Context: an optimization exercise on an open-source flow, tuned for small area. The choices shown serve that exercise and are no tape-out recipe.
Only simulation tests tie the RTL to the original design; equivalence was not proved.
The clock port is modelled as an ideal driver; clocking choices that lean on that would not hold on a real chip.
No activity file was given, so power comes from the tool's default toggle rates.

==> module ad7606, before the edit <==
module ad7606
#(
    parameter USR_CLK_CYCLE_NS = 20,
              T_CYCLE_NS       = 5000,
              T_RESET_NS       = 50,
              T_CONV_MIN_NS    = 3450,
              T_CONV_MAX_NS    = 4150,
              T1_NS            = 40,
              T2_NS            = 25,
              T10_NS           = 25,
              T11_NS           = 15,
              T14_NS           = 25,
              T15_NS           = 6,
              T26_NS           = 25
)
(
    input wire         usr_trigger,
    input wire         usr_clk,
    input wire         usr_rst,
    output reg [15: 0] usr_channel1,
    output reg [15: 0] usr_channel2,
    output reg [15: 0] usr_channel3,
    output reg [15: 0] usr_channel4,
    output reg [15: 0] usr_channel5,
    output reg [15: 0] usr_channel6,
    output reg [15: 0] usr_channel7,
    output reg [15: 0] usr_channel8,
    output wire [3: 0] usr_error,
    output wire        usr_sampling,
    output wire        usr_ready,
    input wire         hw_busy,
    input wire         hw_first_data,
    input wire [15: 0] hw_data,
    output wire        hw_convst,
    output wire        hw_rd,
    output wire        hw_cs,
    output wire        hw_range,
    output wire [2: 0] hw_os,
    output wire        hw_mode_select,
    output wire        hw_reset,
    output wire        hw_stby_n
);
localparam PH_IDLE = 2'b00,
           PH_CVW  = 2'b01,
           PH_WCC  = 2'b11,
           PH_READ = 2'b10;
reg [1: 0]  ph;
reg [7: 0]  cnt;
reg         pend;
reg [2: 0]  code;
reg [2: 0]  trg;
reg [1: 0]  bsy;
reg [1: 0]  fdt;
reg [15: 0] dat1, dat2;
wire idle   = (ph == PH_IDLE);
wire cvw    = (ph == PH_CVW);
wire wcc    = (ph == PH_WCC);
wire rdc    = (ph == PH_READ);
wire [3: 0] k  = cnt[3: 0];
wire [3: 0] ch = cnt[7: 4];
wire ch0       = (ch == 4'd0);
wire trig_edge = trg[1] & ~trg[2];
wire busy_s    = bsy[1];
wire fd_s      = fdt[1];
wire por       = idle & cnt[7];                                            
wire arst      = pend | por;                                               
wire idle_go   = ~cnt[7] & cnt[3] & (cnt[1] | trig_edge);                  
wire idle_hold = ~cnt[7] & cnt[3] & cnt[0];                                
wire cvw_busy  = cnt[3] | cnt[2];                                          
wire idle0     = rdc & cnt[7] & cnt[1];
wire rd_step   = rdc & ((cnt[3] & ~(cnt[2] & cnt[1] & cnt[0])) | (~cnt[3] & cnt[2] & (cnt[1] | cnt[0])));   
wire fd_ok     = ch0 ? fd_s : ~fd_s;
wire err_fd    = rd_step & ~fd_ok & cnt[3] & cnt[1] & cnt[0];              
wire err_conv  = wcc & busy_s & cnt[7] & cnt[6] & cnt[5] & cnt[3];         
wire err_start = cvw & ~busy_s & cnt[3] & cnt[0];                          
wire err_fast  = ~idle & ~idle0 & trig_edge;
wire [2: 0] new_code = err_fd    ? 3'd2 :
                       err_conv  ? 3'd1 :
                       err_start ? 3'd5 :
                       err_fast  ? 3'd6 : 3'd0;
wire any_err = err_fd | err_conv | err_start | err_fast;
always @(posedge usr_clk) begin
    bsy  <= {bsy[0], hw_busy};
    fdt  <= {fdt[0], hw_first_data};
    dat1 <= hw_data;
    dat2 <= dat1;
end
always @(posedge usr_clk) trg <= {trg[1: 0], usr_trigger};
wire [7: 0] cnt_inc = cnt + 8'd1;
always @(posedge usr_clk or negedge usr_rst) begin
    if (!usr_rst) begin
        ph   <= PH_IDLE;
        cnt  <= 8'd251;
        pend <= 1'b0;
        code <= 3'd0;
    end else begin
        pend <= ~arst & any_err;
        if (~idle & ~pend) code <= new_code;
        if (pend) begin
            ph  <= PH_IDLE;
            cnt <= 8'd0;
        end else begin
            case (ph)
                PH_IDLE: begin
                    if (idle_go) begin ph <= PH_CVW; cnt <= 8'd0; end
                    else if (~idle_hold) cnt <= cnt_inc;
                end
                PH_CVW: begin
                    if (busy_s & cvw_busy) begin ph <= PH_WCC; cnt <= 8'd0; end
                    else cnt <= cnt_inc;
                end
                PH_WCC: begin
                    if (~busy_s) begin ph <= PH_READ; cnt <= 8'd0; end
                    else cnt <= cnt_inc;
                end
                default: begin
                    if (idle0) begin ph <= PH_IDLE; cnt <= {6'd2, trig_edge, 1'b1}; end
                    else if (rd_step & fd_ok) cnt <= cnt | 8'h0f;
                    else cnt <= cnt_inc;
                end
            endcase
        end
    end
end
wire [7: 0]  ld, hd;
genvar gi;
generate
    for (gi = 0; gi < 8; gi = gi + 1) begin : g_we
        wire sel = rd_step & (ch[2: 0] == gi);
        assign ld[gi] = ~arst & sel;
        assign hd[gi] = ~arst & ~sel;
    end
endgenerate
always @(posedge usr_clk or negedge usr_rst) if (!usr_rst) usr_channel1 <= 16'b0; else usr_channel1 <= ({16{ld[0]}} & dat2) | ({16{hd[0]}} & usr_channel1);
always @(posedge usr_clk or negedge usr_rst) if (!usr_rst) usr_channel2 <= 16'b0; else usr_channel2 <= ({16{ld[1]}} & dat2) | ({16{hd[1]}} & usr_channel2);
always @(posedge usr_clk or negedge usr_rst) if (!usr_rst) usr_channel3 <= 16'b0; else usr_channel3 <= ({16{ld[2]}} & dat2) | ({16{hd[2]}} & usr_channel3);
always @(posedge usr_clk or negedge usr_rst) if (!usr_rst) usr_channel4 <= 16'b0; else usr_channel4 <= ({16{ld[3]}} & dat2) | ({16{hd[3]}} & usr_channel4);
always @(posedge usr_clk or negedge usr_rst) if (!usr_rst) usr_channel5 <= 16'b0; else usr_channel5 <= ({16{ld[4]}} & dat2) | ({16{hd[4]}} & usr_channel5);
always @(posedge usr_clk or negedge usr_rst) if (!usr_rst) usr_channel6 <= 16'b0; else usr_channel6 <= ({16{ld[5]}} & dat2) | ({16{hd[5]}} & usr_channel6);
always @(posedge usr_clk or negedge usr_rst) if (!usr_rst) usr_channel7 <= 16'b0; else usr_channel7 <= ({16{ld[6]}} & dat2) | ({16{hd[6]}} & usr_channel7);
always @(posedge usr_clk or negedge usr_rst) if (!usr_rst) usr_channel8 <= 16'b0; else usr_channel8 <= ({16{ld[7]}} & dat2) | ({16{hd[7]}} & usr_channel8);
assign usr_sampling   = (cvw & (cnt[3] | cnt[2] | cnt[1] | cnt[0])) | wcc | (rdc & ~idle0);
assign hw_cs          = ~usr_sampling;
assign hw_convst      = ~(cvw & ~cnt[3] & ~cnt[2] & (cnt[1] | cnt[0]));
assign hw_rd          = ~rdc | (k == 4'd1) | ((k == 4'd0) & ch0) | ((k == 4'd2) & ~ch0);
assign hw_reset       = idle & ~cnt[7] & ~cnt[3] & (cnt[2] | cnt[1] | cnt[0]);
assign usr_ready      = ~idle | (~cnt[7] & cnt[3] & cnt[0]);
assign usr_error      = {1'b0, pend ? 3'd0 : code};
assign hw_range       = 1'b1;
assign hw_os          = 3'b000;
assign hw_mode_select = 1'b0;
assign hw_stby_n      = 1'b1;
endmodule
==> flow/config.mk <==
export PLATFORM = sky130hd
export DESIGN_NAME = ad7606
export DESIGN_NICKNAME = ad7606
export VERILOG_FILES = /design/flow/design.v
export SDC_FILE = /design/flow/constraint.sdc
export NUM_CORES = 4
export LEC_CHECK = 0
export CAP_MARGIN = 20
export CORE_MARGIN = 2
export CORE_UTILIZATION = 40
export SLEW_MARGIN = 20
==> flow/constraint.sdc <==
create_clock -name core_clock -period 20.0 [get_ports {usr_clk}]
set_input_delay 4.0000 -clock core_clock [delete_from_list [all_inputs] [get_ports {usr_clk}]]
set_output_delay 4.0000 -clock core_clock [all_outputs]
set_load 0.01 [all_outputs]
standard.sh (not shown) runs the stock make flow with config.mk's settings and CLKGATE_MAP_FILE= SYNTH_SCRIPT=/design/flow/synth_recipe.tcl, a recipe that flattens the netlist after the stock synthesis.
==> flow/flow/run.sh <==
#!/bin/bash
# Own layout flow: the standard flow (standard.sh) with these changes
#  - after the standard synthesis, the combinational logic is re-mapped for area by ABC
#    (flow/remap.tcl, flow/area.abc); registers keep their cells and names
#  - port buffers use the smallest buffer cell (buf_1)
#  - synthesis' upsized gates are set back to the smallest drive before placement
#    (flow/downsize.tcl); repair_design fixes any slew/cap violation afterwards
#  - clock tree from clkbuf_8 without dummy balancing loads; after CTS each clock buffer
#    gets the smallest clkbuf that keeps flip-flop clock slews under 110 ps (flow/post_cts.tcl)
# Each tool's output goes to a log file of its own in the work folder.
set -euo pipefail
here=$(pwd)
res=$here/orfs/results/$FLOW_PLATFORM/ad7606/base
yosys_bin=$FLOW_HOME/../tools/install/yosys/bin/yosys
[[ -x $yosys_bin ]] || yosys_bin=yosys
args=(
  "BUFFER_PORTS_ARGS=-buffer_cell sky130_fd_sc_hd__buf_1"
  "PRE_GLOBAL_PLACE_TCL=$here/flow/downsize.tcl"
  "POST_CTS_TCL=$here/flow/post_cts.tcl"
  "CTS_ARGS=-sink_clustering_enable -repair_clock_nets -dont_use_dummy_load -buf_list sky130_fd_sc_hd__clkbuf_8"
)
bash standard.sh "${args[@]}" synth > make_synth.log 2>&1
cp "$res/1_2_yosys.v" "$here/standard_synth.v"
REMAP_IN=$here/standard_synth.v REMAP_OUT=$here/remapped.v REMAP_TOP=$FLOW_TOP \
REMAP_SCRIPT=$here/flow/area.abc \
REMAP_LIB=$FLOW_HOME/platforms/$FLOW_PLATFORM/lib/sky130_fd_sc_hd__tt_025C_1v80.lib \
REMAP_DONTUSE="sky130_fd_sc_hd__probe_p_8 sky130_fd_sc_hd__probec_p_8 sky130_fd_sc_hd__lpflow_*" \
  "$yosys_bin" -c "$here/flow/remap.tcl" > yosys_remap.log 2>&1
REMAP_OUT=$here/remapped.v REMAP_TOP=$FLOW_TOP \
REMAP_LIB=$FLOW_HOME/platforms/$FLOW_PLATFORM/lib/sky130_fd_sc_hd__tt_025C_1v80.lib \
  "$yosys_bin" -c "$here/flow/check.tcl" > yosys_check.log 2>&1
cp "$here/remapped.v" "$res/1_2_yosys.v"
bash standard.sh "${args[@]}" finish > make_finish.log 2>&1
Other scripts of this flow, unchanged in this note and not shown: flow/flow/area.abc, flow/flow/check.tcl, flow/flow/downsize.tcl, flow/flow/post_cts.tcl, flow/flow/remap.tcl
Change:
--- a/flow/design.v
+++ b/flow/design.v
@@ -82,13 +82,16 @@
 always @(posedge usr_clk) begin
     bsy  <= {bsy[0], hw_busy};
     fdt  <= {fdt[0], hw_first_data};
     dat1 <= hw_data;
     dat2 <= dat1;
 end
-always @(posedge usr_clk) trg <= {trg[1: 0], usr_trigger};
+always @(posedge usr_clk) begin
+    if (arst) trg <= 3'b0;
+    else      trg <= {trg[1: 0], usr_trigger};
+end
 wire [7: 0] cnt_inc = cnt + 8'd1;
 always @(posedge usr_clk or negedge usr_rst) begin
     if (!usr_rst) begin
         ph   <= PH_IDLE;
         cnt  <= 8'd251;
         pend <= 1'b0;
=> Sequential power shrinks by about 2%; power drops by 3.2%; setup slack gets worse by 130 ps; combinational power goes down by about 10%; cell count is unchanged; first-iteration DRC count went down by 34%; via count went down by 2.3%; wire length is about the same; sequential share of layout area goes down by 0.15 points; clock-buffer cell count stays the same; final area stays flat; register-to-register slack is worse by 270 ps; core utilization hardly moves.

port drivers added, routing unchanged:
The flow's constraints put no driver on any port. The routed layouts listed below were extracted and timed again, unchanged, in two steps.
Step 1: set_driving_cell puts a clkbuf_16 on usr_clk and a buf_2 on each other input, an assumption about the parent block.
Step 2 times the ports against the registers' clock, not the clock port: input delays grow and output delays shrink by t, the midpoint of the rising clock arrivals with the driver on.
a / b / c = ideal ports / drivers / drivers and shift; a / b = the first two.
| run | shift t [ns] | slack for setup (ns) | clock arrival spread, ns | slew at the worst register clock pin (ns) |
|---|---|---|---|---|
| the first run | 0.623 | 13.918 / 13.880 / 14.503 | 0.039 / 0.039 | 0.11 / 0.11 |
| the second run | 0.611 | 13.787 / 13.756 / 14.367 | 0.038 / 0.037 | 0.11 / 0.11 |
After both steps setup and hold are still met in every run listed.
